From an optimization exercise on the open Yosys and OpenROAD flow, aimed at small area, a short achievable clock period and few clock cycles per item; shortcuts taken in it are not production practice.
At most, simulation tests tie the RTL to the original design; equivalence was not proved.
Only the layout flow was run in run 1; the RTL was not checked for function there.

### design/flow/config.mk
export PLATFORM = sky130hd
export DESIGN_NAME = cordic_core
export DESIGN_NICKNAME = cordic_core
export VERILOG_FILES = /design/flow/design.v
export SDC_FILE = /design/flow/constraint.sdc
export NUM_CORES = 4
export LEC_CHECK = 0
export ABC_AREA = 1
export CAP_MARGIN = 20
export CORE_MARGIN = 2
export CORE_UTILIZATION = 40
export CTS_BUF_LIST = sky130_fd_sc_hd__clkbuf_8
export SETUP_SLACK_MARGIN = 1.5
export SLEW_MARGIN = 20
### design/flow/constraint.sdc
create_clock -name core_clock -period 5.0 [get_ports {clk}]
set_input_delay 1.0000 -clock core_clock [delete_from_list [all_inputs] [get_ports {clk}]]
set_output_delay 1.0000 -clock core_clock [all_outputs]
set_load 0.01 [all_outputs]
### design/flow/design.v
module cordic_core (
    input  wire        clk,
    input  wire        rst,
    input  wire        start,
    input  wire [15:0] angle,
    output wire [15:0] sin_out,
    output wire [15:0] cos_out,
    output reg         busy
);
    reg  [15:0] u, v;        
    reg  [12:0] z;           
    reg  [3:0]  j;           
    reg  [3:0]  ju;          
    reg         pu, pv;      
    reg         lpu, lpv;    
    assign sin_out = u;
    assign cos_out = v;
    wire acc = start & ~busy;
    wire [13:0] th = angle[13:0];
    wire        d1 = th[13];
    wire        d2 = d1 ? (th >= 14'd13028) : (th >= 14'd3356);
    reg  [15:0] x3, y3;
    reg  [12:0] c3;          
    always @(*) begin
        case ({d1, d2})
            2'b00: begin x3 = 16'd16170; y3 = 16'd1245;  c3 = 13'd801;  end
            2'b01: begin x3 = 16'd13682; y3 = 16'd8707;  c3 = 13'd5911; end
            2'b10: begin x3 = 16'd8707;  y3 = 16'd13682; c3 = 13'd2281; end
            default: begin x3 = 16'd1245; y3 = 16'd16170; c3 = 13'd7391; end
        endcase
    end
    wire [15:0] uini = (angle[14] ? x3 : y3) ^ {16{angle[15]}};
    wire [15:0] vini = (angle[14] ? y3 : x3) ^ {16{angle[15] ^ angle[14]}};
    wire [12:0] at =
        (j == 4'd0)  ? 13'd1297 :
        (j == 4'd1)  ? 13'd651 :
        (j == 4'd2)  ? 13'd326 :
        (j == 4'd3)  ? 13'd163 :
        (j == 4'd4)  ? 13'd81 :
        (j == 4'd5)  ? 13'd41 :
        (j == 4'd6)  ? 13'd20 :
        (j == 4'd7)  ? 13'd10 :
        (j == 4'd8)  ? 13'd5 :
        (j == 4'd9)  ? 13'd3 :
        (j == 4'd10) ? 13'd1 :
        (j == 4'd11) ? 13'd1 : 13'd0;
    wire        d    = ~z[12];                  
    wire        zsub = ~busy | d;
    wire [12:0] za   = busy ? z : angle[12:0];
    wire [12:0] zb   = (busy ? at : c3) ^ {13{zsub}};
    wire [12:0] znxt;
    zadd ZADD (.a(za), .b(zb), .c(zsub), .y(znxt));
    wire        subu = d ^ ~pv;
    wire        subv = d ^ pu;
    wire        mu   = busy ? ~d : v[15];
    wire        mv   = busy ? d : u[15];
    wire        fixu = lpu & subu;
    wire        fixv = lpv & subv;
    wire        ciu  = busy & (subu ^ lpu);
    wire        civ  = busy & (subv ^ lpv);
    wire        fu   = fixu ? ~d : v[15];
    wire        fv   = fixv ? d : u[15];
    wire [12:0] sv1 = j[0] ? {fu, v[15:4]} : v[15:3];
    wire [12:0] sv2 = j[1] ? {{2{fu}}, sv1[12:2]} : sv1;
    wire [12:0] sv3 = j[2] ? {{4{fu}}, sv2[12:4]} : sv2;
    wire [12:0] sv4 = j[3] ? {{8{fu}}, sv3[12:8]} : sv3;
    wire [12:0] su1 = ju[0] ? {fv, u[15:4]} : u[15:3];
    wire [12:0] su2 = ju[1] ? {{2{fv}}, su1[12:2]} : su1;
    wire [12:0] su3 = ju[2] ? {{4{fv}}, su2[12:4]} : su2;
    wire [12:0] su4 = ju[3] ? {{8{fv}}, su3[12:8]} : su3;
    wire [15:0] opu = ({{3{fu}}, sv4} ^ {16{mu}}) ^ {14'd0, fixu, 1'b0};
    wire [15:0] opv = ({{3{fv}}, su4} ^ {16{mv}}) ^ {14'd0, fixv, 1'b0};
    wire [15:0] unxt, vnxt;
    uvadd UADD (.a(u), .b(opu), .c(ciu), .y(unxt));
    uvadd VADD (.a(v), .b(opv), .c(civ), .y(vnxt));
    wire lastn = busy & (j == 4'd10);           
    always @(posedge clk or posedge rst) begin
        if (rst)
            busy <= 1'b0;
        else
            busy <= acc | (busy & (j != 4'd11));
    end
    always @(posedge clk) begin
        j   <= busy ? j + 4'd1 : (acc ? 4'd0 : 4'd12);
        ju  <= busy ? ju + 4'd1 : (acc ? 4'd0 : 4'd12);
        lpu <= lastn & pu;
        lpv <= lastn & pv;
        z   <= znxt;
        if (!busy) begin
            pu <= angle[15];
            pv <= angle[15] ^ angle[14];
        end
        u <= acc ? uini : unxt;
        v <= acc ? vini : vnxt;
    end
endmodule
module uvadd(input [15:0] a, input [15:0] b, input c, output [15:0] y);
  wire [15:0] p = a ^ b;
  wire [15:0] g0 = a & b;
  wire G_0_c = g0[0] | (p[0] & c);
  wire G_1_c = g0[1] | (p[1] & G_0_c);
  wire G_3_2 = g0[3] | (p[3] & g0[2]);
  wire P_3_2 = p[3] & p[2];
  wire G_5_4 = g0[5] | (p[5] & g0[4]);
  wire P_5_4 = p[5] & p[4];
  wire G_7_6 = g0[7] | (p[7] & g0[6]);
  wire P_7_6 = p[7] & p[6];
  wire G_9_8 = g0[9] | (p[9] & g0[8]);
  wire P_9_8 = p[9] & p[8];
  wire G_11_10 = g0[11] | (p[11] & g0[10]);
  wire P_11_10 = p[11] & p[10];
  wire G_13_12 = g0[13] | (p[13] & g0[12]);
  wire P_13_12 = p[13] & p[12];
  wire G_15_14 = g0[15] | (p[15] & g0[14]);
  wire P_15_14 = p[15] & p[14];
  wire G_2_c = g0[2] | (p[2] & G_1_c);
  wire G_3_c = G_3_2 | (P_3_2 & G_1_c);
  wire G_6_4 = g0[6] | (p[6] & G_5_4);
  wire P_6_4 = p[6] & P_5_4;
  wire G_7_4 = G_7_6 | (P_7_6 & G_5_4);
  wire P_7_4 = P_7_6 & P_5_4;
  wire G_10_8 = g0[10] | (p[10] & G_9_8);
  wire P_10_8 = p[10] & P_9_8;
  wire G_11_8 = G_11_10 | (P_11_10 & G_9_8);
  wire P_11_8 = P_11_10 & P_9_8;
  wire G_14_12 = g0[14] | (p[14] & G_13_12);
  wire P_14_12 = p[14] & P_13_12;
  wire G_15_12 = G_15_14 | (P_15_14 & G_13_12);
  wire P_15_12 = P_15_14 & P_13_12;
  wire G_4_c = g0[4] | (p[4] & G_3_c);
  wire G_5_c = G_5_4 | (P_5_4 & G_3_c);
  wire G_6_c = G_6_4 | (P_6_4 & G_3_c);
  wire G_7_c = G_7_4 | (P_7_4 & G_3_c);
  wire G_12_8 = g0[12] | (p[12] & G_11_8);
  wire P_12_8 = p[12] & P_11_8;
  wire G_13_8 = G_13_12 | (P_13_12 & G_11_8);
  wire P_13_8 = P_13_12 & P_11_8;
  wire G_14_8 = G_14_12 | (P_14_12 & G_11_8);
  wire P_14_8 = P_14_12 & P_11_8;
  wire G_15_8 = G_15_12 | (P_15_12 & G_11_8);
  wire P_15_8 = P_15_12 & P_11_8;
  wire G_8_c = g0[8] | (p[8] & G_7_c);
  wire G_9_c = G_9_8 | (P_9_8 & G_7_c);
  wire G_10_c = G_10_8 | (P_10_8 & G_7_c);
  wire G_11_c = G_11_8 | (P_11_8 & G_7_c);
  wire G_12_c = G_12_8 | (P_12_8 & G_7_c);
  wire G_13_c = G_13_8 | (P_13_8 & G_7_c);
  wire G_14_c = G_14_8 | (P_14_8 & G_7_c);
  wire G_15_c = G_15_8 | (P_15_8 & G_7_c);
  assign y = p ^ {G_14_c, G_13_c, G_12_c, G_11_c, G_10_c, G_9_c, G_8_c, G_7_c, G_6_c, G_5_c, G_4_c, G_3_c, G_2_c, G_1_c, G_0_c, c};
endmodule
module zadd(input [12:0] a, input [12:0] b, input c, output [12:0] y);
  wire [12:0] p = a ^ b;
  wire [12:0] g0 = a & b;
  wire G_0_c = g0[0] | (p[0] & c);
  wire G_1_c = g0[1] | (p[1] & G_0_c);
  wire G_3_2 = g0[3] | (p[3] & g0[2]);
  wire P_3_2 = p[3] & p[2];
  wire G_5_4 = g0[5] | (p[5] & g0[4]);
  wire P_5_4 = p[5] & p[4];
  wire G_7_6 = g0[7] | (p[7] & g0[6]);
  wire P_7_6 = p[7] & p[6];
  wire G_9_8 = g0[9] | (p[9] & g0[8]);
  wire P_9_8 = p[9] & p[8];
  wire G_11_10 = g0[11] | (p[11] & g0[10]);
  wire P_11_10 = p[11] & p[10];
  wire G_3_c = G_3_2 | (P_3_2 & G_1_c);
  wire G_7_4 = G_7_6 | (P_7_6 & G_5_4);
  wire P_7_4 = P_7_6 & P_5_4;
  wire G_11_8 = G_11_10 | (P_11_10 & G_9_8);
  wire P_11_8 = P_11_10 & P_9_8;
  wire G_7_c = G_7_4 | (P_7_4 & G_3_c);
  wire G_11_c = G_11_8 | (P_11_8 & G_7_c);
  wire G_5_c = G_5_4 | (P_5_4 & G_3_c);
  wire G_9_c = G_9_8 | (P_9_8 & G_7_c);
  wire G_2_c = g0[2] | (p[2] & G_1_c);
  wire G_4_c = g0[4] | (p[4] & G_3_c);
  wire G_6_c = g0[6] | (p[6] & G_5_c);
  wire G_8_c = g0[8] | (p[8] & G_7_c);
  wire G_10_c = g0[10] | (p[10] & G_9_c);
  wire G_12_c = g0[12] | (p[12] & G_11_c);
  assign y = p ^ {G_11_c, G_10_c, G_9_c, G_8_c, G_7_c, G_6_c, G_5_c, G_4_c, G_3_c, G_2_c, G_1_c, G_0_c, c};
endmodule
### design/flow/run.sh
#!/bin/bash
# synth_recipe.tcl (not shown) runs the flow's synth.tcl, then flattens the netlist and writes it again
# the make line also repeats each setting of config.mk as NAME=value (left out here)
make -C /OpenROAD-flow-scripts/flow DESIGN_CONFIG=/design/flow/config.mk WORK_HOME=/design/flow/orfs CLKGATE_MAP_FILE= SYNTH_SCRIPT=/design/flow/synth_recipe.tcl finish
==> results of run 1 <==
synth_stat cells, types with 10 or more instances:
library cell / number / area share
a21oi_1: 36 / 0.029
buf_2: 14 / 0.011
dfxtp_1: 55 / 0.18
fa_1: 16 / 0.052
ha_1: 43 / 0.087
inv_1: 127 / 0.077
nand2_1: 374 / 0.23
nand3_1: 118 / 0.096
nand4_1: 10 / 0.010
nor2_1: 45 / 0.027
o211ai_1: 10 / 0.012
o21ai_0: 56 / 0.045
o21ai_1: 10 / 0.0081
xor2_1: 21 / 0.030
cells by family after synthesis:
family,count (synthesis),synth area share
buffers and inverters,168,0.112
AO/OA/AOI/OAI,126,0.113
AND/OR/NAND/NOR,579,0.402
adder cells (fa/ha/maj),59,0.139
flip-flops,58,0.192
XOR/XNOR,27,0.0383
multiplexers,3,0.00486
stage by stage:
step | util | hold slack, ns | instances | worst slack (ns)
2_1_floorplan | - | 0.485 | 1020 | 1.67
3_3_place_gp | 0.449 | 0.515 | 1234 | 0.821
3_5_place_dp | 0.449 | 0.526 | 1234 | 0.762
4_1_cts | 0.470 | 0.542 | 1256 | 1.51
5_1_grt | 0.489 | 0.611 | 1269 | 1.46
6_report | 0.489 | 0.551 | 1269 | 1.66
metal layers:
layer | up-vias | share of wire | wire length [µm] | global-route usage
met4 | 0 | 0.020 | 363 | 0.0601
met3 | 26 | 0.051 | 929 | 0.0472
li1 | 3357 | - | - | -
met1 | 2896 | 0.47 | 8660 | 0.315
met2 | 162 | 0.45 | 8300 | 0.363
met5 | - | 0 | 0 | 0
how the worst min path moves through the flow:
stage | startpoint | endpoint | depth (start not counted)
global placement | pu$_DFFE_PN_ | lpu$_DFF_P_ | 2
CTS | pu$_DFFE_PN_ | lpu$_DFF_P_ | 2
floorplan | pv$_DFFE_PN_ | lpv$_DFF_P_ | 2
detailed placement | pu$_DFFE_PN_ | lpu$_DFF_P_ | 2
global route | j[0]$_SDFF_PN0_ | j[0]$_SDFF_PN0_ | 2
finish | z[0]$_DFF_P_ | z[0]$_DFF_P_ | 3
area by class of cell:
type                            instances  area (µm²)
Timing Repair Buffer                   76         742
Clock inverter                          3        63.8
Clock buffer                           12         165
Fill cell                            1608        7750
Multi-Input combinational cell        794        4460
Tap cell                              188         235
Inverter                              138         531
Sequential cell                        58        1200
repair_timing:
item	in CTS	in global routing
gates resized for setup	18	62
hold buffers	0	0
setup buffers	7	12
gates cloned	0	1
endpoints found under the setup margin	25	23
pin swaps	5	17
worst max-delay path, cell delays in order:
cell,delay [ns]
clkdlybuf4s50_1,0.46
inv_1,0.08
a21oi_2,0.18
nand2_2,0.09
nand3_2,0.10
nand2_4,0.08
inv_2,0.07
nand2_2,0.07
nand3_2,0.08
nand2_1,0.07
fa_2,0.36
nand3_1,0.09
nand2_2,0.08
nand3_2,0.08
nand2_2,0.08
nand3_2,0.06
nand2_1,0.07
fa_2,0.34
xor2_1,0.16
sequential cells by signal, summed over array words and instances (netlist names):
signal	count
u	16
v	16
z	13
j	4
ju	4
busy	1
lpu	1
lpv	1
pu	1
pv	1
==> results.sh, run 1 <==
export IMPL_worstSetupStartpoint="angle[4]"
export IMPL_syn_num_nets=1098
export IMPL_post_dp_cell_area_um2=6800
export IMPL_cts_tree="done"
export IMPL_diodes=0
export IMPL_rows=45
export IMPL_fp_dieW_um=128
export IMPL_initial_utilization=0.408
export IMPL_finalCriticalPeriod_ns=3.34
export IMPL_grt_usage=0.228
export IMPL_synth_distinct_cells=39
export IMPL_ys_warn_count=1
export IMPL_numPortBuffers=51
export IMPL_io_pins=52
export IMPL_gp_congestion=0.900
export IMPL_routedWlPerCell_um=14.4
export IMPL_clkLatencyLatePin_ns=0.36
export IMPL_worstSetupEndpoint="z[11]$_DFF_P_"
export IMPL_hpwl_um=14200
export IMPL_nets=1155
export IMPL_core_area_um2=15100
export IMPL_rrSetupSlack_ns=1.71
export IMPL_ant_nets=0
export IMPL_hold_viol_final=0
export IMPL_finalSetupViolations=0
export IMPL_die_h_um=128
export IMPL_slew_headroom=0.595
export IMPL_r2r_end="v[4]$_DFF_P_"
export IMPL_tns_ns=0
export IMPL_slew_violations=0
export IMPL_final_area_um2=7400
export IMPL_clock_path_buffers=2
export IMPL_routed_wl_um=18200
export IMPL_reg2regPathDepth=21
export IMPL_antenna_found_initial=0
export IMPL_cp_arrival_ns=3.59
export IMPL_cts_num_sinks=58
export IMPL_postSynthCellCount=1020
export IMPL_end_kind="flop"
export IMPL_viasPerCell=5.08
export IMPL_fin_crit_sh=0.668
export IMPL_start_kind="primary input"
export IMPL_worstSetupPathType="in -> reg"
export IMPL_synth_async_sr_flop_share=0.0172
export IMPL_path_max_fanout=6
export IMPL_synth_edff_count=2
export IMPL_numCtsBuffers=9
export IMPL_drive_gt1_frac=0.123
export IMPL_worst_pin_slew_ns=0.607
export IMPL_die_area_um2=16500
export IMPL_ys_seq_area_frac=0.192
export IMPL_hold_path_class="reg -> reg"
export IMPL_grt_max_degree=26
export IMPL_drc=0
export IMPL_synth_flop_cell="dfxtp_1"
export IMPL_final_common_cell="nand2_1"
export IMPL_synth_seq_cells=58
export IMPL_first_global_vias=5729
export IMPL_fmax_mhz=299
export IMPL_r2r_start="pu$_DFFE_PN_"
export IMPL_dr_total_vias=6441
export IMPL_syn_area_um2=6180
export IMPL_areaGrowthSynthToFinish_pct=19.7
export IMPL_status="timing/DRC/antenna clean"
export IMPL_drtIter0Drc=386
export IMPL_rsz0062_at_grt="yes"
export IMPL_clockRootBuffer="clkbuf_8"
export IMPL_grt_overflow=0
export IMPL_grt_pass1_wl_um=29500
export IMPL_layout_common_cells="358 x nand2_1, 119 x inv_1, 108 x nand3_1"
export IMPL_syn_area_per_cell_um2=6.06
export IMPL_cts_htree_levels=3
export IMPL_first_pass_iters=5
export IMPL_maxCapViolCount=0
export IMPL_finalClockSkew_ns=0.00707
export IMPL_path_clk_slew_ns=0.07
export IMPL_critPathRequiredTime_ns=5.25
==> run 2, diff against run 1 <==
--- a/design/flow/design.v
+++ b/design/flow/design.v
@@ -97,87 +97,6 @@
 module uvadd(input [15:0] a, input [15:0] b, input c, output [15:0] y);
-  wire [15:0] p = a ^ b;
-  wire [15:0] g0 = a & b;
-  wire G_0_c = g0[0] | (p[0] & c);
-  wire G_1_c = g0[1] | (p[1] & G_0_c);
-  wire G_3_2 = g0[3] | (p[3] & g0[2]);
-  wire P_3_2 = p[3] & p[2];
-  wire G_5_4 = g0[5] | (p[5] & g0[4]);
-  wire P_5_4 = p[5] & p[4];
-  wire G_7_6 = g0[7] | (p[7] & g0[6]);
-  wire P_7_6 = p[7] & p[6];
-  wire G_9_8 = g0[9] | (p[9] & g0[8]);
-  wire P_9_8 = p[9] & p[8];
-  wire G_11_10 = g0[11] | (p[11] & g0[10]);
-  wire P_11_10 = p[11] & p[10];
-  wire G_13_12 = g0[13] | (p[13] & g0[12]);
-  wire P_13_12 = p[13] & p[12];
-  wire G_15_14 = g0[15] | (p[15] & g0[14]);
-  wire P_15_14 = p[15] & p[14];
-  wire G_2_c = g0[2] | (p[2] & G_1_c);
-  wire G_3_c = G_3_2 | (P_3_2 & G_1_c);
-  wire G_6_4 = g0[6] | (p[6] & G_5_4);
-  wire P_6_4 = p[6] & P_5_4;
-  wire G_7_4 = G_7_6 | (P_7_6 & G_5_4);
-  wire P_7_4 = P_7_6 & P_5_4;
-  wire G_10_8 = g0[10] | (p[10] & G_9_8);
-  wire P_10_8 = p[10] & P_9_8;
-  wire G_11_8 = G_11_10 | (P_11_10 & G_9_8);
-  wire P_11_8 = P_11_10 & P_9_8;
-  wire G_14_12 = g0[14] | (p[14] & G_13_12);
-  wire P_14_12 = p[14] & P_13_12;
-  wire G_15_12 = G_15_14 | (P_15_14 & G_13_12);
-  wire P_15_12 = P_15_14 & P_13_12;
-  wire G_4_c = g0[4] | (p[4] & G_3_c);
-  wire G_5_c = G_5_4 | (P_5_4 & G_3_c);
-  wire G_6_c = G_6_4 | (P_6_4 & G_3_c);
-  wire G_7_c = G_7_4 | (P_7_4 & G_3_c);
-  wire G_12_8 = g0[12] | (p[12] & G_11_8);
-  wire P_12_8 = p[12] & P_11_8;
-  wire G_13_8 = G_13_12 | (P_13_12 & G_11_8);
-  wire P_13_8 = P_13_12 & P_11_8;
-  wire G_14_8 = G_14_12 | (P_14_12 & G_11_8);
-  wire P_14_8 = P_14_12 & P_11_8;
-  wire G_15_8 = G_15_12 | (P_15_12 & G_11_8);
-  wire P_15_8 = P_15_12 & P_11_8;
-  wire G_8_c = g0[8] | (p[8] & G_7_c);
-  wire G_9_c = G_9_8 | (P_9_8 & G_7_c);
-  wire G_10_c = G_10_8 | (P_10_8 & G_7_c);
-  wire G_11_c = G_11_8 | (P_11_8 & G_7_c);
-  wire G_12_c = G_12_8 | (P_12_8 & G_7_c);
-  wire G_13_c = G_13_8 | (P_13_8 & G_7_c);
-  wire G_14_c = G_14_8 | (P_14_8 & G_7_c);
-  wire G_15_c = G_15_8 | (P_15_8 & G_7_c);
-  assign y = p ^ {G_14_c, G_13_c, G_12_c, G_11_c, G_10_c, G_9_c, G_8_c, G_7_c, G_6_c, G_5_c, G_4_c, G_3_c, G_2_c, G_1_c, G_0_c, c};
+  assign y = a + b + {15'd0, c};
 endmodule
 module zadd(input [12:0] a, input [12:0] b, input c, output [12:0] y);
-  wire [12:0] p = a ^ b;
-  wire [12:0] g0 = a & b;
-  wire G_0_c = g0[0] | (p[0] & c);
-  wire G_1_c = g0[1] | (p[1] & G_0_c);
-  wire G_3_2 = g0[3] | (p[3] & g0[2]);
-  wire P_3_2 = p[3] & p[2];
-  wire G_5_4 = g0[5] | (p[5] & g0[4]);
-  wire P_5_4 = p[5] & p[4];
-  wire G_7_6 = g0[7] | (p[7] & g0[6]);
-  wire P_7_6 = p[7] & p[6];
-  wire G_9_8 = g0[9] | (p[9] & g0[8]);
-  wire P_9_8 = p[9] & p[8];
-  wire G_11_10 = g0[11] | (p[11] & g0[10]);
-  wire P_11_10 = p[11] & p[10];
-  wire G_3_c = G_3_2 | (P_3_2 & G_1_c);
-  wire G_7_4 = G_7_6 | (P_7_6 & G_5_4);
-  wire P_7_4 = P_7_6 & P_5_4;
-  wire G_11_8 = G_11_10 | (P_11_10 & G_9_8);
-  wire P_11_8 = P_11_10 & P_9_8;
-  wire G_7_c = G_7_4 | (P_7_4 & G_3_c);
-  wire G_11_c = G_11_8 | (P_11_8 & G_7_c);
-  wire G_5_c = G_5_4 | (P_5_4 & G_3_c);
-  wire G_9_c = G_9_8 | (P_9_8 & G_7_c);
-  wire G_2_c = g0[2] | (p[2] & G_1_c);
-  wire G_4_c = g0[4] | (p[4] & G_3_c);
-  wire G_6_c = g0[6] | (p[6] & G_5_c);
-  wire G_8_c = g0[8] | (p[8] & G_7_c);
-  wire G_10_c = g0[10] | (p[10] & G_9_c);
-  wire G_12_c = g0[12] | (p[12] & G_11_c);
-  assign y = p ^ {G_11_c, G_10_c, G_9_c, G_8_c, G_7_c, G_6_c, G_5_c, G_4_c, G_3_c, G_2_c, G_1_c, G_0_c, c};
+  assign y = a + b + {12'd0, c};
 endmodule
--- a/design/flow/config.mk
+++ b/design/flow/config.mk
@@ -7,3 +7,3 @@
 export LEC_CHECK = 0
-export ABC_AREA = 1
+export ABC_AREA = 0
 export CAP_MARGIN = 20
==> run 2 against run 1 <==
Net effect: largest cell class unchanged; still clean on timing, DRC and antenna; synthesized cell count shrank 31%.
==> results.sh, run 2 <==
export IMPL_status="timing/DRC/antenna clean"
export IMPL_ys_warn_count=1
export IMPL_synth_top_cell_by_area="dfxtp_1"
export IMPL_slew_violations=0
export IMPL_maxCapViolCount=0
export IMPL_syn_area_per_cell_um2=8.34
export IMPL_first_global_vias=5592
export IMPL_synth_most_common_cell="o21ai_0"
export IMPL_grt_overflow=0
export IMPL_clkLatencyLatePin_ns=0.38
export IMPL_yosysTopAreaCellShare=0.187
export IMPL_grt_pass1_wl_um=28800
export IMPL_viasPerCell=5.67
export IMPL_first_pass_iters=5
export IMPL_clockRootBuffer="clkbuf_8"
export IMPL_path_clk_slew_ns=0.07
export IMPL_worstSetupPathType="reg -> reg"
export IMPL_routed_wl_um=18300
export IMPL_cts_htree_levels=3
export IMPL_numCtsBuffers=9
export IMPL_worst_path_buf_inv=2
export IMPL_holdBufCountCts=0
export IMPL_syn_area_um2=5880
export IMPL_core_area_um2=14400
export IMPL_numPortBuffers=51
export IMPL_ys_seq_area_frac=0.202
export IMPL_die_h_um=125
export IMPL_hold_path_class="reg -> reg"
export IMPL_path_cells="xor2_1 > ha_2 > mux2_4 > mux4_2 > mux4_2 > xnor2_2 > ha_4 > a21o_1 > a21o_1 > a2111oi_4 > o21bai_1 > o31ai_2 > buf_4 > buf_6 > xnor2_2 > nand2_1 > o21ai_1"
export IMPL_synth_seq_cells=58
export IMPL_end_kind="flop"
export IMPL_synth_flop_cell="dfxtp_1"
export IMPL_cp_top_family="multiplexers"
export IMPL_drc=0
export IMPL_diodes=0
export IMPL_synth_async_sr_flop_share=0.0172
export IMPL_top_regs="u: 16 flops, v: 16 flops, z: 13 flops"
export IMPL_hpwl_um=12700
export IMPL_cts_tree="done"
export IMPL_ant_nets=0
export IMPL_path_max_fanout=3
export IMPL_fmax_mhz=232
export IMPL_routedWlPerCell_um=18.2
export IMPL_grt_max_degree=44
export IMPL_cpPeakStageDelay_ns=0.51
export IMPL_postSynthCellCount=705
export IMPL_grt_usage=0.230
export IMPL_rows=44
export IMPL_worst_pin_slew_ns=0.925
export IMPL_hold_viol_final=0
export IMPL_layout_common_cells="84 x buf_4, 58 x nand2_1, 49 x dfxtp_1"
export IMPL_cp_slowest_cell="mux4_2"
export IMPL_drtIter0Drc=452
export IMPL_synth_edff_count=2
export IMPL_finalCriticalPeriod_ns=4.30
export IMPL_clock_path_buffers=2
export IMPL_fin_crit_sh=0.861
export IMPL_cts_num_sinks=58
export IMPL_die_area_um2=15700
export IMPL_netlist_top_cells_count="61 x o21ai_0, 59 x nand2_1, 57 x a21oi_1"
export IMPL_fp_dieW_um=125
export IMPL_tns_ns=0
export IMPL_rsz0062_at_grt="yes"
export IMPL_dr_total_vias=5705
export IMPL_cp_arrival_ns=4.60
export IMPL_io_pins=52
export IMPL_areaGrowthSynthToFinish_pct=33.1
export IMPL_slew_headroom=0.382
export IMPL_start_kind="flop"
export IMPL_synth_distinct_cells=68
export IMPL_nets=889
export IMPL_yosys_top_cells_area="dfxtp_1 19%, ha_1 9.8%, xnor2_1 8.0%"
export IMPL_finalSetupViolations=0
export IMPL_critPathRequiredTime_ns=5.29
export IMPL_gp_congestion=0.856
export IMPL_initial_utilization=0.407
export IMPL_drive_gt1_frac=0.292
export IMPL_finalClockSkew_ns=0.0141
export IMPL_syn_num_nets=775
export IMPL_final_common_cell="buf_4"
export IMPL_antenna_found_initial=0
[run 2: changes by cell type after synthesis, moves of 16 or more]
cell / change
nand2_1: -315
inv_1: -108
nand3_1: -105
xnor2_1: +48
mux2i_1: +22
a21oi_1: +21
mux2_2: +21
clkbuf_1: +16
[run 2: final timing paths]
check	slack [ns]	endpoint	cells after the start	startpoint
min in group asynchronous	0.75	busy$_DFF_PP0_	2	rst
setup reg to reg	0.70	u[10]$_DFF_P_	17	pv$_DFFE_PN_
max in group asynchronous	4.16	busy$_DFF_PP0_	2	rst
hold reg to reg	0.51	j[0]$_SDFF_PN0_	1	j[0]$_SDFF_PN0_
setup / recovery	0.70	u[10]$_DFF_P_	17	pv$_DFFE_PN_
hold / removal	0.51	j[0]$_SDFF_PN0_	1	j[0]$_SDFF_PN0_
[run 2: cells by family after synthesis]
group	Yosys count	share of synthesized area
AOI/OAI and AO/OA	204	0.217
and+or+nand+nor	178	0.147
xor gates and xnor gates	88	0.131
buffers and inverters	64	0.0436
muxes	62	0.144
DFF	58	0.202
adders and majority gates	51	0.115
[run 2: timing repair]
action                     CTS  global route
gates resized for setup     79            49
gates cloned                 0             0
pin swaps                   61            53
buffers inserted            53            27
setup endpoints to repair   31            34
[run 2: area by class of cell]
class / instances / area, µm²
clock inverters: 3 / 11.3
fillers: 1319 / 6600
repair buffers: 145 / 1220
inverters: 22 / 85.1
clock buffers: 11 / 151
flip-flops and latches: 58 / 1200
multi-input cells: 583 / 4920
well taps: 184 / 230
[run 2: metrics by stage]
step	std cells	cell area (µm²)	setup slack (ns)	util	hold slack (ns)
after floorplan	705	6000	0.682	-	0.533
after global placement	912	6660	0.616	0.462	0.562
after detailed placement	912	6660	0.510	0.462	0.561
after CTS	979	7430	0.868	0.515	0.514
after global routing	1006	7820	0.446	0.542	0.531
final	1006	7820	0.696	0.542	0.511
[run 2: routing by layer]
metal	vias up	share of wire	global-route usage
met5	-	0	0
met4	0	0.030	0.101
met3	36	0.034	0.0394
met2	133	0.50	0.380
met1	2758	0.44	0.296
li1	2778	-	-
Testbench counts of run 2, summed over its fixed seeds: cycles 62,408, items 4,800.
==> run 3, diff against run 2 <==
--- a/design/flow/config.mk
+++ b/design/flow/config.mk
@@ -7,3 +7,3 @@
 export LEC_CHECK = 0
-export ABC_AREA = 0
+export ABC_AREA = 1
 export CAP_MARGIN = 20
==> run 3 against run 2 <==
Net effect: still clean on timing, DRC and antenna; setup slack improved by 0.94 ns; cell count increased by 23%; design area decreased by 7.0%; first-iteration DRC count decreased by 6.4%; worst hold slack improved by 0.049 ns; critical path type is now in -> reg.
==> results.sh, run 3 <==
export IMPL_status="timing/DRC/antenna clean"
export IMPL_postSynthCellCount=991
export IMPL_dr_wl_met3_um=920
export IMPL_grt_overflow=0
export IMPL_die_area_um2=16400
export IMPL_drtIter0Drc=423
export IMPL_nets=1115
export IMPL_clock_path_buffers=2
export IMPL_numCtsBuffers=9
export IMPL_fill_cells=1594
export IMPL_finalClockSkew_ns=0.00988
export IMPL_path_clk_slew_ns=0.07
export IMPL_synth_seq_cells=58
export IMPL_cts_htree_levels=3
export IMPL_r2r_start="pv$_DFFE_PN_"
export IMPL_wl_met2_um=8720
export IMPL_die_h_um=128
export IMPL_path_max_fanout=4
export IMPL_layout_common_cells="277 x nand2_1, 112 x inv_1, 95 x o21ai_0"
export IMPL_start_kind="primary input"
export IMPL_synth_async_sr_flop_share=0.0172
export IMPL_slew_headroom=0.528
export IMPL_hold_viol_final=0
export IMPL_areaGrowthSynthToFinish_pct=18.3
export IMPL_yosys_top_cells_area="dfxtp_1 18%, nand2_1 17%, ha_1 9.4%"
export IMPL_clockRootBuffer="clkbuf_8"
export IMPL_maxCapViolCount=0
export IMPL_final_common_cell="nand2_1"
export IMPL_highest_layer="met4"
export IMPL_clkLatencyLatePin_ns=0.37
export IMPL_whs_ns=0.561
export IMPL_ys_warn_count=1
export IMPL_dr_total_vias=6507
export IMPL_critPathRequiredTime_ns=5.26
export IMPL_drc=0
export IMPL_rows=45
export IMPL_diodes=0
export IMPL_hold_path_depth=1
export IMPL_fp_dieW_um=128
export IMPL_cts_num_sinks=58
export IMPL_core_area_um2=15100
export IMPL_reg2regPathDepth=19
export IMPL_finalSetupViolations=0
export IMPL_worst_pin_slew_ns=0.709
export IMPL_numPortBuffers=51
export IMPL_cts_tree="done"
export IMPL_worstSetupPathType="in -> reg"
export IMPL_rsz0062_at_grt="yes"
export IMPL_ant_nets=0
export IMPL_tns_ns=0
export IMPL_holdBufCountCts=0
export IMPL_viasPerCell=5.26
export IMPL_rrSetupSlack_ns=1.64
export IMPL_syn_num_nets=1061
export IMPL_routed_wl_um=19000
export IMPL_wirelength_met1_um=8700
export IMPL_slew_violations=0
export IMPL_worstHoldStart="j[0]$_SDFF_PN0_"
export IMPL_netlist_top_cells_count="281 x nand2_1, 117 x inv_1, 101 x o21ai_0"
export IMPL_routedWlPerCell_um=15.3
export IMPL_hpwl_um=15000
export IMPL_finalCriticalPeriod_ns=3.36
export IMPL_end_kind="flop"
export IMPL_gp_congestion=0.899
export IMPL_r2r_end="u[15]$_DFF_P_"
export IMPL_fin_crit_sh=0.673
export IMPL_ys_seq_area_frac=0.193
export IMPL_syn_area_per_cell_um2=6.21
export IMPL_antenna_found_initial=0
export IMPL_cp_arrival_ns=3.62
export IMPL_grt_pass1_wl_um=30300
export IMPL_io_pins=52
export IMPL_first_pass_iters=5
export IMPL_syn_area_um2=6150
export IMPL_grt_max_degree=26
export IMPL_synth_edff_count=2
export IMPL_synth_distinct_cells=49
export IMPL_synth_flop_cell="dfxtp_1"
export IMPL_top_regs="u: 16 flops, v: 16 flops, z: 13 flops"
export IMPL_drive_gt1_frac=0.115
export IMPL_synth_most_common_cell="nand2_1"
export IMPL_yosysTopAreaCellShare=0.179
export IMPL_initial_utilization=0.408
export IMPL_holdPathEnd="j[0]$_SDFF_PN0_"
export IMPL_fmax_mhz=297
export IMPL_synth_top_cell_by_area="dfxtp_1"
export IMPL_hold_path_class="reg -> reg"
export IMPL_first_global_vias=6008
export IMPL_grt_usage=0.237
==> run 3: changes by cell type in the layout (fill, tap and decap cells not counted), sizes merged, moves of 41 or more <==
cell / before / now
inv: 22 / 127
buf: 98 / 20
nand3: 13 / 66
nand2: 59 / 289
o21ai: 65 / 122
xnor2: 54 / 13
==> run 3: layout make-up <==
type / count / area [µm²] / share of cell area
Timing Repair Buffer: 71 / 671 / 0.0922
Sequential cell: 58 / 1200 / 0.165
Tap cell: 188 / 235 / 0.0323
Inverter: 128 / 487 / 0.0669
Multi-Input combinational cell: 777 / 4500 / 0.619
Clock inverter: 4 / 17.5 / 0.00241
Clock buffer: 12 / 165 / 0.0227
==> run 3: stage by stage <==
| step | cells | area (µm²) | util | worst slack (ns) |
|---|---|---|---|---|
| 2_1_floorplan | 991 | 6150 | - | 1.71 |
| 3_3_place_gp | 1204 | 6760 | 0.448 | 0.962 |
| 3_5_place_dp | 1204 | 6760 | 0.448 | 0.876 |
| 4_1_cts | 1226 | 7020 | 0.465 | 1.51 |
| 5_1_grt | 1238 | 7270 | 0.482 | 1.44 |
| 6_report | 1238 | 7270 | 0.482 | 1.64 |
==> run 3: worst max path at each step <==
stage	from	end	slack [ns]
detailed placement	angle[13]	z[10]$_DFF_P_	0.88
global route	pv$_DFFE_PN_	u[14]$_DFF_P_	1.44
CTS	pu$_DFFE_PN_	v[13]$_DFF_P_	1.51
floorplan	angle[11]	z[10]$_DFF_P_	1.71
finish	angle[11]	z[10]$_DFF_P_	1.64
global placement	angle[13]	z[11]$_DFF_P_	0.96
==> run 3: what timing repair did <==
action                     in CTS  in global routing
setup buffers                   6                 12
gates resized for setup        16                 55
setup endpoints to repair      21                 30
pin swaps                       4                 16
==> run 3: worst max-delay path, cell delays in order <==
cell and delay (ns):
clkdlybuf4s50_1 0.49, inv_2 0.06, nand3_1 0.07, nor2_1 0.04, nand2_1 0.10, nand2_2 0.08
nor2_2 0.10, inv_1 0.06, nand2_2 0.10, inv_1 0.07, nand2_1 0.06, nand3_1 0.09
o21ai_2 0.10, inv_2 0.06, fa_2 0.39, nand3b_1 0.16, and2_4 0.17, inv_2 0.07
a21oi_2 0.06, nor2_1 0.12, nor2_1 0.05, xor2_1 0.13
==> run 3: kinds of logic after synthesis <==
| family | share of synthesized area |
|---|---|
| and+or+nand+nor | 0.305 |
| muxes | 0.00326 |
| AOI/OAI and AO/OA | 0.207 |
| adders and majority gates | 0.110 |
| buffers and inverters | 0.103 |
| xor gates and xnor gates | 0.0796 |
| DFF | 0.193 |
==> run 3: layer usage <==
layer | vias up | track usage
li1 | 3355 | -
met1 | 2957 | 0.310
met2 | 158 | 0.381
met3 | 37 | 0.0472
met4 | 0 | 0.100
met5 | - | 0
==> run 4, diff against run 3 <==
==> design/flow/flow/run.sh (new file) <==
#!/bin/bash
set -o pipefail
export BUFFER_PORTS_ARGS="-buffer_cell sky130_fd_sc_hd__buf_1"
cat standard.sh > standard.sh.copy.log
bash standard.sh > standard.log 2>&1
==> design/flow/standard.sh (new file) <==
#!/bin/bash
# synth_recipe.tcl (not shown) runs the flow's synth.tcl, then flattens the netlist and writes it again
# the make line also repeats each setting of config.mk as NAME=value (left out here)
make -C /OpenROAD-flow-scripts/flow DESIGN_CONFIG=/design/flow/config.mk WORK_HOME=/design/flow/orfs CLKGATE_MAP_FILE= SYNTH_SCRIPT=/design/flow/synth_recipe.tcl "${@:-finish}"
removed: design/flow/run.sh
==> run 4 against run 3 <==
Net effect: critical path depth fell by 1; flip-flop and latch count did not move; maximum frequency rose by 1.0%; routed wire length fell by 0.78%; still clean on timing, DRC and antenna; core utilization fell by 1.8 points; area after synthesis did not move; non-clock buffer count fell by 2; design area fell by 3.7%; critical endpoint is now v[12]$_DFF_P_; global-route usage fell by 0.46 points.
==> results.sh, run 4 <==
export IMPL_cp_arrival_ns=3.58
export IMPL_numCtsBuffers=9
export IMPL_viasPerCell=5.26
export IMPL_slew_headroom=0.479
export IMPL_worstSetupStartpoint="pu$_DFFE_PN_"
export IMPL_yosysTopAreaCellShare=0.179
export IMPL_first_pass_iters=8
export IMPL_cp_slowest_cell="edfxtp_1"
export IMPL_synth_distinct_cells=49
export IMPL_slew_violations=0
export IMPL_end_kind="flop"
export IMPL_core_area_um2=15100
export IMPL_rsz0062_at_grt="no"
export IMPL_ys_warn_count=1
export IMPL_cp_num_cells=21
export IMPL_status="timing/DRC/antenna clean"
export IMPL_syn_area_um2=6150
export IMPL_ys_seq_area_frac=0.193
export IMPL_top_regs="u: 16 flops, v: 16 flops, z: 13 flops"
export IMPL_drive_gt1_frac=0.120
export IMPL_finalCriticalPeriod_ns=3.33
export IMPL_dr_total_vias=6498
export IMPL_ant_nets=0
export IMPL_drtIter0Drc=413
export IMPL_final_common_cell="nand2_1"
export IMPL_hpwl_um=14900
export IMPL_areaGrowthSynthToFinish_pct=13.9
export IMPL_fin_crit_sh=0.666
export IMPL_initial_utilization=0.408
export IMPL_gp_congestion=0.942
export IMPL_synth_most_common_cell="nand2_1"
export IMPL_fin_util=0.464
export IMPL_yosys_top_cells_area="dfxtp_1 18%, nand2_1 17%, ha_1 9.4%"
export IMPL_grt_usage=0.232
export IMPL_netlist_top_cells_count="281 x nand2_1, 117 x inv_1, 101 x o21ai_0"
export IMPL_clockRootBuffer="clkbuf_8"
export IMPL_reg2regPathDepth=21
export IMPL_synth_top_cell_by_area="dfxtp_1"
export IMPL_syn_num_nets=1061
export IMPL_grt_pass1_wl_um=29900
export IMPL_worst_path_buf_inv=2
export IMPL_path_cells="xnor2_1 > ha_2 > inv_2 > nand2_1 > o21ai_4 > or2_1 > o21ai_1 > inv_2 > o21ai_1 > o21ai_1 > xor2_1 > ha_1 > a21oi_1 > o21ai_1 > nand2_1 > nand3_2 > nand3_1 > nand2_1 > nand2_1 > nand2_1 > o21ai_0"
export IMPL_setup_slack_ns=1.67
export IMPL_cts_tree="done"
export IMPL_layout_common_cells="276 x nand2_1, 116 x inv_1, 94 x o21ai_0"
export IMPL_rrSetupSlack_ns=1.67
export IMPL_nets=1113
export IMPL_postSynthCellCount=991
export IMPL_worstSetupEndpoint="v[12]$_DFF_P_"
export IMPL_cp_top_family="compound AO/OA/AOI/OAI gates"
export IMPL_rows=45
export IMPL_syn_area_per_cell_um2=6.21
export IMPL_r2r_start="pu$_DFFE_PN_"
export IMPL_cts_num_sinks=58
export IMPL_fp_dieW_um=128
export IMPL_grt_overflow=0
export IMPL_grt_max_degree=26
export IMPL_synth_async_sr_flop_share=0.0172
export IMPL_die_h_um=128
export IMPL_path_clk_slew_ns=0.07
export IMPL_synth_seq_cells=58
export IMPL_routedWlPerCell_um=15.2
export IMPL_first_global_vias=5926
export IMPL_crit_top_cell="nand2_1"
export IMPL_synth_flop_cell="dfxtp_1"
export IMPL_tns_ns=0
export IMPL_hold_path_class="in -> async"
export IMPL_critPathRequiredTime_ns=5.25
export IMPL_clock_path_buffers=2
export IMPL_finalSetupViolations=0
export IMPL_fmax_mhz=300
export IMPL_maxCapViolCount=0
export IMPL_finalNonFillerCells=1236
export IMPL_cts_htree_levels=3
export IMPL_cpPeakStageDelay_ns=0.41
export IMPL_r2r_end="v[12]$_DFF_P_"
export IMPL_die_area_um2=16400
export IMPL_antenna_found_initial=0
export IMPL_io_pins=52
export IMPL_numPortBuffers=51
export IMPL_worst_pin_slew_ns=0.781
export IMPL_post_place_ws_ns=1.20
export IMPL_clkLatencyLatePin_ns=0.37
export IMPL_synth_edff_count=2
export IMPL_hold_viol_final=0
export IMPL_drc=0
export IMPL_routed_wl_um=18800
export IMPL_worstSetupPathType="reg -> reg"
export IMPL_fill_cells=1689
export IMPL_path_max_fanout=6
export IMPL_placed_cells=1204
export IMPL_finalClockSkew_ns=0.0126
export IMPL_diodes=0
export IMPL_start_kind="flop"
==> run 4: repair_timing <==
action	in CTS	in global routing
pin swaps	0	22
cloned	0	0
gates resized for setup	8	69
setup endpoints to repair	16	29
setup buffers	3	13
hold buffers	0	0
==> run 4: per-stage QoR <==
stage	hold WS, ns	cell area [µm²]
floorplan	0.485	6150
global placement	0.557	6440
detailed placement	0.555	6440
CTS	0.422	6660
global route	0.434	7000
finish	0.441	7000
==> run 4: metal layers <==
layer  vias up  part of all wire  global-route usage
met5         -                 0                   0
met4         0             0.015              0.0537
met3        21             0.044              0.0409
met2       159              0.47               0.394
met1      2954              0.47               0.309
li1       3364                 -                   -
==> run 4: cell families (layout without fill, tap and decap cells) <==
logic type,after synthesis,after routing,share of synthesized area
fa+ha+maj,51,51,0.110
simple gates,441,441,0.305
mux,2,2,0.00326
flops,58,58,0.193
xor+xnor,55,55,0.0796
compound gates,228,228,0.207
buf+inv,156,213,0.103
==> run 4: worst register-to-register path, delay by kind of cell (launching register included) <==
family                   cells  cell delay (ns)
flip-flops                   1             0.41
buffers and inverters        2             0.09
AND/OR/NAND/NOR              8             0.83
adder cells (fa/ha/maj)      2             0.61
XOR/XNOR                     2             0.36
AO/OA/AOI/OAI                7             0.92
==> run 4: final cells by class <==
cell class,instances,area (µm²),area share
Tap cell,188,235,0.0336
Clock buffer,12,165,0.0236
Sequential cell,58,1200,0.172
Multi-Input combinational cell,777,4570,0.652
Inverter,128,487,0.0695
Clock inverter,4,17.5,0.00250
Timing Repair Buffer,69,328,0.0468
==> run 4: worst min path at each step <==
stage | from | end | slack (ns) | cells after the start
global placement | pu$_DFFE_PN_ | lpu$_DFF_P_ | 0.56 | 2
detailed placement | pu$_DFFE_PN_ | lpu$_DFF_P_ | 0.56 | 2
finish | rst | busy$_DFF_PP0_ | 0.44 | 2
global route | rst | busy$_DFF_PP0_ | 0.43 | 2
CTS | rst | busy$_DFF_PP0_ | 0.42 | 2
floorplan | pv$_DFFE_PN_ | lpv$_DFF_P_ | 0.49 | 2
==> run 5, diff against run 4 <==
--- a/design/flow/config.mk
+++ b/design/flow/config.mk
@@ -12,3 +12,3 @@
 export CTS_BUF_LIST = sky130_fd_sc_hd__clkbuf_8
-export SETUP_SLACK_MARGIN = 1.5
+export SETUP_SLACK_MARGIN = 2.0
 export SLEW_MARGIN = 20
==> run 5 against run 4 <==
Net effect: still clean; routed wire length up 6.9%; via count up 3.8%; setup slack better by 0.050 ns; non-clock buffer count up 46; critical path depth up 1; sequential share of layout area down 1.9 points; clock skew about the same; clock-buffer cell count down 1; critical path type unchanged; critical endpoint is now v[15]$_DFF_P_.
==> results.sh, run 5 <==
export IMPL_layout_common_cells="251 x nand2_1, 106 x inv_1, 79 x o21ai_0"
export IMPL_final_common_cell="nand2_1"
export IMPL_ys_seq_area_frac=0.193
export IMPL_ys_warn_count=1
export IMPL_yosysTopAreaCellShare=0.179
export IMPL_postSynthCellCount=991
export IMPL_synth_distinct_cells=49
export IMPL_end_kind="flop"
export IMPL_first_global_vias=6143
export IMPL_cpPeakStageDelay_ns=0.43
export IMPL_core_area_um2=15100
export IMPL_initial_utilization=0.408
export IMPL_viasPerCell=5.27
export IMPL_worstSetupPathType="reg -> reg"
export IMPL_syn_area_per_cell_um2=6.21
export IMPL_syn_area_um2=6150
export IMPL_whs_ns=0.420
export IMPL_cp_slowest_cell="edfxtp_1"
export IMPL_numPortBuffers=51
export IMPL_grt_usage=0.240
export IMPL_fp_dieW_um=128
export IMPL_path_clk_slew_ns=0.07
export IMPL_path_max_fanout=5
export IMPL_synth_flop_cell="dfxtp_1"
export IMPL_final_area_um2=7910
export IMPL_synth_top_cell_by_area="dfxtp_1"
export IMPL_syn_num_nets=1061
export IMPL_critPathRequiredTime_ns=5.32
export IMPL_cts_num_sinks=58
export IMPL_yosys_top_cells_area="dfxtp_1 18%, nand2_1 17%, ha_1 9.4%"
export IMPL_ant_nets=0
export IMPL_io_pins=52
export IMPL_multi_input_area_um2=5070
export IMPL_cts_htree_levels=3
export IMPL_rows=45
export IMPL_first_pass_iters=7
export IMPL_regArea_um2=1210
export IMPL_synth_seq_cells=58
export IMPL_synth_most_common_cell="nand2_1"
export IMPL_grt_pass1_wl_um=30800
export IMPL_finalClockSkew_ns=0.0124
export IMPL_grt_max_degree=26
export IMPL_drc=0
export IMPL_numCtsBuffers=9
export IMPL_netlist_top_cells_count="281 x nand2_1, 117 x inv_1, 101 x o21ai_0"
export IMPL_hold_path_class="in -> async"
export IMPL_fill_cells=1487
export IMPL_fmax_mhz=305
export IMPL_cts_tree="done"
export IMPL_areaGrowthSynthToFinish_pct=28.6
export IMPL_fin_crit_sh=0.656
export IMPL_synth_edff_count=2
export IMPL_hpwl_um=14600
export IMPL_diodes=0
export IMPL_routedWlPerCell_um=15.7
export IMPL_top_regs="u: 16 flops, v: 16 flops, z: 13 flops"
export IMPL_dr_total_vias=6747
export IMPL_antenna_found_initial=1
export IMPL_holdBufCountCts=0
export IMPL_post_dp_cell_area_um2=6530
export IMPL_hold_viol_final=0
export IMPL_clock_path_buffers=2
export IMPL_clockRootBuffer="clkbuf_8"
export IMPL_tns_ns=0
export IMPL_worst_pin_slew_ns=0.796
export IMPL_synth_async_sr_flop_share=0.0172
export IMPL_drive_gt1_frac=0.255
export IMPL_maxCapViolCount=0
export IMPL_slew_headroom=0.469
export IMPL_cp_arrival_ns=3.60
export IMPL_grt_overflow=0
export IMPL_nets=1159
export IMPL_rsz0062_at_grt="yes"
export IMPL_routed_wl_um=20100
export IMPL_finalCriticalPeriod_ns=3.28
export IMPL_path_cells="xnor2_2 > ha_2 > inv_2 > o21ai_4 > nand2_2 > nand2_2 > o21ai_2 > nand2_1 > nand2_1 > nand2_1 > nand2_1 > xor2_1 > ha_1 > a21oi_2 > nand2_4 > buf_12 > nand4_1 > nand3_2 > a21oi_2 > nand2b_4 > nand3_1 > nand2_1"
export IMPL_slew_violations=0
export IMPL_crit_top_cell="nand2_1"
export IMPL_drtIter0Drc=468
export IMPL_status="timing/DRC/antenna clean"
export IMPL_start_kind="flop"
export IMPL_gp_congestion=0.935
export IMPL_die_h_um=128
export IMPL_finalSetupViolations=0
export IMPL_clkLatencyLatePin_ns=0.38
export IMPL_die_area_um2=16400
## run 5: changes by cell type in the layout (fill, tap and decap cells not counted), moves of 10 or more
cell / before / now
nand2_2: 12 / 31
inv_1: 116 / 106
nand3_1: 55 / 41
nand2_1: 276 / 251
a21oi_2: 10 / 22
a21oi_1: 56 / 42
o21ai_0: 94 / 79
o21ai_2: 6 / 16
nand3_2: 11 / 22
buf_4: 18 / 56
## run 5: final cells by class
type                    instances  share of cell area
flip-flops and latches         58               0.152
clock inverters                 3             0.00142
multi-input cells             777               0.641
well taps                     188              0.0297
repair buffers                115              0.0928
clock buffers                  11              0.0191
inverters                     128              0.0631
## run 5: stage by stage
step                      worst slack, ns  instances   util
after floorplan                      1.95        991      -
after global placement               1.32       1204  0.433
after detailed placement             1.31       1204  0.433
after CTS                            1.73       1247  0.477
after global routing                 1.49       1280  0.524
final                                1.72       1280  0.524
## run 5: per-layer routing
layer / part of all wire / up-vias / GRT usage
met5: 0.00075 / - / 0
met4: 0.022 / 2 / 0.0782
met3: 0.050 / 37 / 0.0442
met2: 0.48 / 190 / 0.405
met1: 0.45 / 3064 / 0.310
li1: - / 3454 / -
## run 5: worst max-delay path, delay by kind of cell, from the launching register on
kind,cells,cell delay [ns]
XOR/XNOR,2,0.31
AND/OR/NAND/NOR,12,1.03
flip-flops,1,0.43
adder cells (fa/ha/maj),2,0.57
AO/OA/AOI/OAI,4,0.68
buffers and inverters,2,0.19
## run 5: kinds of logic after synthesis
| family | after synthesis | share of synthesized area |
|---|---|---|
| and+or+nand+nor | 441 | 0.305 |
| AOI/OAI and AO/OA | 228 | 0.207 |
| buffers and inverters | 156 | 0.103 |
| DFF | 58 | 0.193 |
| xor gates and xnor gates | 55 | 0.0796 |
| adders and majority gates | 51 | 0.110 |
| muxes | 2 | 0.00326 |
## run 5: repair_timing
action / in CTS / in global routing
pin swaps: 45 / 54
resized for setup: 90 / 120
buffers inserted: 29 / 33
setup endpoints to repair: 40 / 40
## run 5: path summary, 6_finish.rpt
| kind | cells after the start | from | end | slack [ns] |
|---|---|---|---|---|
| setup / recovery | 22 | pu$_DFFE_PN_ | v[15]$_DFF_P_ | 1.72 |
| hold / removal | 2 | rst | busy$_DFF_PP0_ | 0.42 |
| setup reg to reg | 22 | pu$_DFFE_PN_ | v[15]$_DFF_P_ | 1.72 |
| hold reg to reg | 1 | j[0]$_SDFF_PN0_ | j[0]$_SDFF_PN0_ | 0.51 |
| max in group asynchronous | 2 | rst | busy$_DFF_PP0_ | 4.47 |
| min in group core_clock | 1 | j[0]$_SDFF_PN0_ | j[0]$_SDFF_PN0_ | 0.51 |
==> run 6, diff against run 5 <==
--- a/design/flow/config.mk
+++ b/design/flow/config.mk
@@ -12,3 +12,3 @@
 export CTS_BUF_LIST = sky130_fd_sc_hd__clkbuf_8
-export SETUP_SLACK_MARGIN = 2.0
+export SETUP_SLACK_MARGIN = 1.0
 export SLEW_MARGIN = 20
==> run 6 against run 5 <==
Net effect: still clean on timing, DRC and antenna; worst hold slack better by 0.023 ns; routed wire length is 7.8% lower; clock skew is 0.0017 ns lower; sequential share of layout area is 2.7 points higher; maximum frequency is 7.7% lower; design area is 16% lower; synthesized cell count stayed put; flip-flop and latch count stayed put; critical path depth is 1 higher; highest routed layer is now met4.
==> results.sh, run 6 <==
export IMPL_dr_total_vias=6401
export IMPL_rows=45
export IMPL_core_area_um2=15100
export IMPL_worst_pin_slew_ns=0.723
export IMPL_layout_common_cells="281 x nand2_1, 119 x inv_1, 101 x o21ai_0"
export IMPL_drive_gt1_frac=0.0514
export IMPL_drc=0
export IMPL_initial_utilization=0.408
export IMPL_whs_ns=0.443
export IMPL_areaGrowthSynthToFinish_pct=7.75
export IMPL_tns_ns=0
export IMPL_diodes=0
export IMPL_finalNonFillerCells=1220
export IMPL_synth_async_sr_flop_share=0.0172
export IMPL_yosysTopAreaCellShare=0.179
export IMPL_synth_most_common_cell="nand2_1"
export IMPL_syn_area_per_cell_um2=6.21
export IMPL_grt_overflow=0
export IMPL_post_dp_cell_area_um2=6440
export IMPL_netlist_top_cells_count="281 x nand2_1, 117 x inv_1, 101 x o21ai_0"
export IMPL_grt_pass1_wl_um=29800
export IMPL_rsz0062_at_grt="no"
export IMPL_grt_max_degree=26
export IMPL_end_kind="flop"
export IMPL_finalCriticalPeriod_ns=3.55
export IMPL_yosys_top_cells_area="dfxtp_1 18%, nand2_1 17%, ha_1 9.4%"
export IMPL_worstSetupPathType="reg -> reg"
export IMPL_ys_warn_count=1
export IMPL_cts_num_sinks=58
export IMPL_maxCapViolCount=0
export IMPL_routedWlPerCell_um=15.2
export IMPL_die_area_um2=16400
export IMPL_antenna_found_initial=0
export IMPL_fin_crit_sh=0.710
export IMPL_placed_cells=1204
export IMPL_synth_top_cell_by_area="dfxtp_1"
export IMPL_top_regs="u: 16 flops, v: 16 flops, z: 13 flops"
export IMPL_postSynthCellCount=991
export IMPL_path_clk_slew_ns=0.07
export IMPL_nets=1097
export IMPL_fp_dieW_um=128
export IMPL_cpPeakStageDelay_ns=0.45
export IMPL_routed_wl_um=18500
export IMPL_io_pins=52
export IMPL_slew_headroom=0.518
export IMPL_final_common_cell="nand2_1"
export IMPL_synth_edff_count=2
export IMPL_first_pass_iters=8
export IMPL_start_kind="flop"
export IMPL_synth_flop_cell="dfxtp_1"
export IMPL_ant_nets=0
export IMPL_clkLatencyLatePin_ns=0.36
export IMPL_path_max_fanout=7
export IMPL_first_global_vias=5913
export IMPL_path_cells="xor2_1 > ha_1 > nand2_1 > o21ai_4 > nand2_1 > nand2_1 > nand2_1 > o21ai_1 > o21ai_0 > nand2_1 > nand3_1 > nand2_1 > inv_1 > ha_1 > a21oi_1 > nand2_1 > nand2_1 > nand2_1 > a21oi_1 > or2_2 > nand3_1 > nand3_1 > nand2_1"
export IMPL_slew_violations=0
export IMPL_syn_area_um2=6150
export IMPL_cp_slowest_cell="dfxtp_2"
export IMPL_cts_tree="done"
export IMPL_finalSetupViolations=0
export IMPL_hold_viol_final=0
export IMPL_crit_top_cell="nand2_1"
export IMPL_drtIter0Drc=447
export IMPL_synth_distinct_cells=49
export IMPL_cts_htree_levels=3
export IMPL_numCtsBuffers=9
export IMPL_clockRootBuffer="clkbuf_8"
export IMPL_finalClockSkew_ns=0.0107
export IMPL_fmax_mhz=282
export IMPL_clock_path_buffers=2
export IMPL_hold_path_class="in -> async"
export IMPL_die_h_um=128
export IMPL_final_area_um2=6630
export IMPL_critPathRequiredTime_ns=5.26
export IMPL_synth_seq_cells=58
export IMPL_cp_arrival_ns=3.81
export IMPL_ys_seq_area_frac=0.193
export IMPL_reg2regPathDepth=23
export IMPL_numPortBuffers=51
export IMPL_viasPerCell=5.25
export IMPL_hpwl_um=14900
export IMPL_gp_congestion=0.942
export IMPL_status="timing/DRC/antenna clean"
export IMPL_syn_num_nets=1061
export IMPL_grt_usage=0.232
run 6: cell counts after synthesis:
No cell type changed its count.
run 6: cell type report:
class | count | area, µm²
clock buffer | 12 | 165
clock inverter | 4 | 17.5
fill | 1728 | 8460
inverter | 128 | 483
multi-input combinational | 777 | 4330
sequential | 58 | 1190
tap | 188 | 235
timing repair buffer | 53 | 206
run 6: final timing paths:
check | start | endpoint | slack, ns
worst min register to register | pu$_DFFE_PN_ | lpu$_DFF_P_ | 0.57
max in group asynchronous | rst | busy$_DFF_PP0_ | 4.47
worst min-delay path | rst | busy$_DFF_PP0_ | 0.44
min in group core_clock | pu$_DFFE_PN_ | lpu$_DFF_P_ | 0.57
worst max register to register | z[12]$_DFF_P_ | u[13]$_DFF_P_ | 1.45
worst max-delay path | z[12]$_DFF_P_ | u[13]$_DFF_P_ | 1.45
run 6: logic make-up after synthesis:
group | after synthesis | share of synthesized area
and+or+nand+nor | 441 | 0.305
AOI/OAI and AO/OA | 228 | 0.207
buffers and inverters | 156 | 0.103
DFF | 58 | 0.193
xor gates and xnor gates | 55 | 0.0796
adders and majority gates | 51 | 0.110
muxes | 2 | 0.00326
run 6: worst max-delay path, delay by kind of cell, from the launching register on:
| family | cells | cell delay (ns) |
|---|---|---|
| adder cells (fa/ha/maj) | 2 | 0.60 |
| buffers and inverters | 1 | 0.05 |
| AND/OR/NAND/NOR | 14 | 1.33 |
| flip-flops | 1 | 0.45 |
| AO/OA/AOI/OAI | 5 | 0.84 |
| XOR/XNOR | 1 | 0.17 |
run 6: timing repair:
item                       CTS  global route
setup endpoints to repair    0            10
resized for setup            0             4
hold buffers                 0             0
buffers inserted             0             0
run 6: metal layers:
| layer | global-route usage | vias up | wire length, µm | part of all wire |
|---|---|---|---|---|
| met3 | 0.0430 | 26 | 975 | 0.053 |
| met1 | 0.307 | 2885 | 8580 | 0.46 |
| met5 | 0 | - | 0 | 0 |
| li1 | - | 3317 | - | - |
| met2 | 0.391 | 173 | 8640 | 0.47 |
| met4 | 0.0562 | 0 | 357 | 0.019 |
run 6: through the flow:
stage	util	worst slack, ns
2_1_floorplan	-	1.71
3_3_place_gp	0.427	1.24
3_5_place_dp	0.427	1.20
4_1_cts	0.439	1.30
5_1_grt	0.439	1.06
6_report	0.439	1.45

[separate check: timing with driven ports]
The results above use ideal ports. As a check the final layouts listed here were re-extracted and re-timed, cells and wires unchanged. Step 1 assumes that a clkbuf_16 drives the clock port and a buf_2 every other input. Step 2 adds t to the input delays and takes it off the output delays; t is the mean of the earliest and latest rising clock arrival at the registers after step 1. Input paths then give back, and output paths get back, about the clock's delay inside the block. Slacks: ideal ports / drivers / drivers and shift; pairs: ideal ports / drivers.
| run | t (ns) | setup slack, ns | worst setup path after step 2 | worst register clock-pin slew, ns | pins driven straight from the clock port |
|---|---|---|---|---|---|
| run 1 | 0.394 | 1.660 / 1.676 / 1.282 | input to register | 0.07 / 0.07 | 1 |
| run 2 | 0.414 | 0.696 / 0.696 / 0.696 | register to register | 0.08 / 0.08 | 1 |
| run 3 | 0.401 | 1.636 / 1.639 / 1.243 | input to register | 0.07 / 0.07 | 1 |
| run 4 | 0.393 | 1.670 / 1.670 / 1.375 | input to register | 0.07 / 0.07 | 1 |
| run 5 | 0.405 | 1.720 / 1.720 / 1.602 | input to register | 0.07 / 0.07 | 1 |
| run 6 | 0.392 | 1.449 / 1.449 / 1.193 | input to register | 0.07 / 0.07 | 1 |
After both steps setup and hold are still met in every run listed. The setup slack of run 3, which loses most, moves by +0.003 ns with the drivers and by -0.393 ns with both steps.
